What follows belongs to an exercise in optimizing a design on an open flow for small area and few clock cycles; a production flow would make more cautious choices. Only simulation tests tie the RTL to the original design; equivalence was not proved. Power and IR drop assume default switching activity.

## FC
module FC (
  input             clk,
  input             rst_n,
  input             start_FC,
  output            end_FC,
  output     [15:0] ram_addr_w,
  output     [7:0]  ram_data_w,
  output            ram_en,
  output            ram_wea,
  output     [8:0]  rom_addr_row,
  input      [31:0] rom_data_row,
  output            rom_en_row,
  output     [14:0] rom_addr_rw,
  input      [7:0]  rom_data_rw,
  output            rom_en_rw,
  output     [15:0] ram_addr_r,
  input      [7:0]  ram_data_r,
  output            ram_en_r,
  output     [7:0]  NN_out_male,
  output     [7:0]  NN_out_female
);
  genvar i;
  reg        run;
  reg        ph;
  reg [10:0] cnt;
  reg [4:0]  g;
  reg [14:0] waddr;
  reg [25:0] acc;
  reg        c0r, c1r;
  reg [25:0] P;
  reg        mb;
  reg [7:0]  outreg;
  reg [7:0]  r1 [0:11];
  reg [7:0]  r2 [0:7];
  wire l1 = ~g[4] & ~(g[3] & g[2]);             
  wire l3 = g[4] & g[2];                        
  wire l2 = ~l1 & ~l3;
  wire last = (g == 5'd21);
  wire m0    = ~ph & (cnt == 11'd0);
  wire mclr  = ~ph & (cnt == 11'd1);
  wire mbis  = ~ph & (l1 ? (cnt == 11'd1600) : l2 ? (cnt == 11'd12) : (cnt == 11'd8));
  ...
Size: roughly 260 flip-flops, roughly 140 I/O pins, roughly 12000 um2 of cells after synthesis.
Settings: LEC_CHECK=0, CAP_MARGIN=20, CORE_MARGIN=2, CORE_UTILIZATION=40, PLACE_DENSITY=0.6, SLEW_MARGIN=20; clock period 11.0 ns.
run.sh (not shown) runs the stock make flow with config.mk's settings and CLKGATE_MAP_FILE= SYNTH_SCRIPT=/design/flow/synth_recipe.tcl, a recipe that flattens the netlist after the stock synthesis.
Testbench counts at the start, summed over its fixed seeds: cycles 361,128.
Rerun with:
- CORE_UTILIZATION: 40 -> 60
- CTS_BUF_LIST: not set -> sky130_fd_sc_hd__clkbuf_4
- PLACE_DENSITY: 0.6 -> 0.75
=>
- register-to-register slack got worse by 0.22 ns
- final area fell slightly
- worst setup slack got worse by 0.22 ns
- final cell count fell by a few percent
- worst hold slack got worse by 0.035 ns
- via count rose by a few percent
- core utilization rose by 24 points
- total power fell by a few percent
- die area fell by a quarter to a third
- first-iteration DRC count rose by a few percent

---

FC, a different RTL version from the one above (not shown whole).
Size: roughly 870 cells after synthesis, roughly 140 I/O pins, about 0.011 mm² of cells after synthesis.
// FC
module FC (
  input             clk,
  input             rst_n,
  input             start_FC,
  output            end_FC,
  output     [15:0] ram_addr_w,
  output     [7:0]  ram_data_w,
  output            ram_en,
  output            ram_wea,
  output     [8:0]  rom_addr_row,
  input      [31:0] rom_data_row,
  output            rom_en_row,
  output     [14:0] rom_addr_rw,
  input      [7:0]  rom_data_rw,
  output            rom_en_rw,
  output     [15:0] ram_addr_r,
  input      [7:0]  ram_data_r,
  output            ram_en_r,
  output     [7:0]  NN_out_male,
  output     [7:0]  NN_out_female
);
  genvar i;
  reg        run;
  reg        ph;
  reg [10:0] cnt;
  reg [7:0]  ra;                  
  reg [14:0] waddr;
  reg [25:0] acc;
  reg        c0r;
  reg [25:0] P;
  reg        mb;
  reg        gc1, kstep, phold;
  reg [7:0]  r1 [0:11];
  reg [7:0]  r2 [0:7];
  wire l1 = ~ra[7] | (ra[6:4] == 3'd0);         
  wire l3 = ra[7] & ra[5] & (ra[4] | ra[3]);    
  wire l2 = ~l1 & ~l3;
  wire last = ra[7] & ra[5] & ra[3] & (ra[2] | (ra[1] & ra[0]));    
  wire m0    = ~ph & (cnt == 11'd0);
  wire mclr  = ~ph & (cnt == 11'd1);
  wire mbis  = ~ph & (l1 ? (cnt == 11'd1600) : l2 ? (cnt == 11'd12) : (cnt == 11'd8));
  wire mend  = ~ph & (l1 ? (cnt == 11'd1601) : l2 ? (cnt == 11'd13) : (cnt == 11'd9));
  wire gend  = ph & (l1 ? (cnt == 11'd30) : l2 ? (cnt == 11'd33) : (cnt == 11'd29));
  wire mfetch = ph & (cnt[10:5] == 6'd0);
  wire [31:0] m0v = {6'd0, rom_data_row[25:0]};    
  assign rom_addr_row = {1'b0, ra};
  assign rom_en_row   = 1'b1;
  assign rom_addr_rw  = waddr;
  assign rom_en_rw    = 1'b1;
  assign ram_addr_r   = {5'd0, cnt};
  assign ram_en_r     = 1'b1;
  wire use_a = run & ~ph & ~mend;
  wire [7:0] a_sel = ~use_a ? (mend ? {{2{rom_data_row[5]}}, rom_data_row[5:0]} : 8'd0)
                   : (l1 ? ram_data_r : (l2 ? r1[0] : r2[0]));
  wire [7:0] w_sel = mend ? 8'd1 : rom_data_rw;
  ...
export LEC_CHECK = 0
export CAP_MARGIN = 20
export CORE_MARGIN = 2
export CORE_UTILIZATION = 70
export CTS_BUF_LIST = sky130_fd_sc_hd__clkbuf_8
export CTS_CLUSTER_DIAMETER = 60
export CTS_CLUSTER_SIZE = 16
export PLACE_DENSITY = 0.85
export SLEW_MARGIN = 20
export SYNTH_HIERARCHICAL = 1
export SYNTH_MINIMUM_KEEP_SIZE = 0
create_clock -name core_clock -period 11.0 [get_ports {clk}]
standard.sh (not shown) runs the stock make flow with config.mk's settings and CLKGATE_MAP_FILE= SYNTH_SCRIPT=/design/flow/synth_recipe.tcl, a recipe that flattens the netlist after the stock synthesis.
==> flow/flow/run.sh <==
#!/bin/bash
set -euo pipefail
cd "$(dirname "$0")/.."
export BUFFER_PORTS_ARGS="-buffer_cell sky130_fd_sc_hd__buf_1"
export CTS_ARGS="-sink_clustering_enable -repair_clock_nets -sink_clustering_size 16 -sink_clustering_max_diameter 60 -buf_list sky130_fd_sc_hd__clkbuf_8 -dont_use_dummy_load"
bash standard.sh > standard_flow.log 2>&1
Testbench counts at the start, summed over its fixed seeds: cycles 361,092.
Then changed:
==> flow/flow/run.sh (replaced) <==
#!/bin/bash
set -euo pipefail
cd "$(dirname "$0")/.."
export BUFFER_PORTS_ARGS="-buffer_cell sky130_fd_sc_hd__buf_1"
export CTS_ARGS="-sink_clustering_enable -repair_clock_nets -sink_clustering_size 18 -sink_clustering_max_diameter 60 -buf_list sky130_fd_sc_hd__clkbuf_8 -dont_use_dummy_load"
bash standard.sh > standard_flow.log 2>&1
Settings changed: CORE_UTILIZATION 70 to 80, CTS_CLUSTER_SIZE 16 to 18, PLACE_DENSITY 0.85 to 0.9.
Non-clock buffer count rose by 2.
Power rose by 3.5%.
Flip-flop and latch count is unchanged.
Routed wire length rose by 30%.

---

FC, a different RTL version from the one above (not shown whole).
For scale: roughly 140 I/O pins, ~11000 um^2 of cells after synthesis.
clock: 11.0 ns
lec_check: 0
cap_margin: 0
core_margin: 2
core_utilization: 70
cts_buf_list: sky130_fd_sc_hd__clkbuf_8
cts_cluster_diameter: 60
cts_cluster_size: 16
place_density: 0.85
slew_margin: 0
synth_hierarchical: 1
synth_minimum_keep_size: 0
==> flow/flow/run.sh <==
#!/bin/bash
set -euo pipefail
cd "$(dirname "$0")/.."
export BUFFER_PORTS_ARGS="-buffer_cell sky130_fd_sc_hd__buf_1"
export CTS_ARGS="-sink_clustering_enable -repair_clock_nets -sink_clustering_size 16 -sink_clustering_max_diameter 60 -buf_list sky130_fd_sc_hd__clkbuf_8 -dont_use_dummy_load"
bash standard.sh > standard_flow.log 2>&1
Testbench counts at the start, summed over its fixed seeds: cycles 361,110.
Next try:
Settings changed: CAP_MARGIN 0 to 20, SLEW_MARGIN 0 to 20.
=>
- synthesized cell count does not change
- via count hardly moves
- clock power barely changes
- design area is about the same
- critical path depth is unchanged
- cell count stays the same
- global-route usage stays the same
- register-to-register slack got worse by 0.02 ns
- worst hold slack stays flat
- count of clock-buffer cells in the layout stays the same

---

birch:
FC, a different RTL version from the one above (not shown whole).
Size in the first run: roughly 1100 cells after synthesis, roughly 260 flip-flops, about 140 I/O pins.
==> flow/config.mk <==
export PLATFORM = sky130hd
export DESIGN_NAME = FC
export DESIGN_NICKNAME = FC
export VERILOG_FILES = /design/flow/design.v
export SDC_FILE = /design/flow/constraint.sdc
export NUM_CORES = 4
export LEC_CHECK = 0
export CAP_MARGIN = 20
export CORE_MARGIN = 2
export CORE_UTILIZATION = 60
export CTS_BUF_LIST = sky130_fd_sc_hd__clkbuf_4 sky130_fd_sc_hd__clkbuf_8
export CTS_CLUSTER_DIAMETER = 50
export CTS_CLUSTER_SIZE = 12
export PLACE_DENSITY = 0.75
export SLEW_MARGIN = 20
==> flow/constraint.sdc <==
create_clock -name core_clock -period 11.0 [get_ports {clk}]
set_input_delay 2.2000 -clock core_clock [delete_from_list [all_inputs] [get_ports {clk}]]
set_output_delay 2.2000 -clock core_clock [all_outputs]
set_load 0.01 [all_outputs]
==> flow/flow/run.sh <==
#!/bin/bash
set -euo pipefail
cd "$(dirname "$0")/.."
export BUFFER_PORTS_ARGS="-buffer_cell sky130_fd_sc_hd__buf_1"
bash standard.sh > standard_flow.log 2>&1
Testbench counts of birch, summed over its fixed seeds: cycles 361,110.
Input changes introduced in maple (baseline for comparison: birch):
- CTS_CLUSTER_SIZE changed from 12 to 16
- CTS_CLUSTER_DIAMETER changed from 50 to 60
- CTS_BUF_LIST changed from sky130_fd_sc_hd__clkbuf_4 sky130_fd_sc_hd__clkbuf_8 to sky130_fd_sc_hd__clkbuf_8
Results
Between birch and maple, final critical-path setup slack increased.
Diff birch -> maple: clock-buffer cell count down 9; filler cell count in the final layout down 0.64%; global-route wire length before repair down 1.1%.

## re-timing with driven ports
In the flow no input, the clock included, has a driving cell. The finished layouts below were timed again as built, in two steps. Step 1 assumes that a clkbuf_16 drives the clock port and a buf_2 every other input. Step 2 also shifts input and output timing later by t, the mid clock arrival at the registers, as if the neighbouring blocks saw the same clock. Three values: ideal, step 1, step 2; two values: the first two.
run | t, ns | setup WS [ns] | worst setup path at the end
the first run of note 1 | 0.580 | 0.796 / 0.796 / 0.796 | register to register
the second run of note 1 | 0.691 | 0.574 / 0.574 / 0.574 | register to register
the first run of note 2 | 0.547 | 0.214 / 0.214 / 0.214 | register to register
the second run of note 2 | 0.554 | 0.203 / 0.203 / 0.203 | register to register
the first run of note 3 | 0.540 | 0.287 / 0.287 / 0.287 | register to register
the second run of note 3 | 0.543 | 0.270 / 0.270 / 0.270 | register to register
birch | 0.568 | 0.345 / 0.345 / 0.345 | register to register
maple | 0.546 | 0.368 / 0.368 / 0.368 | register to register
After both steps setup and hold are still met in every run listed.
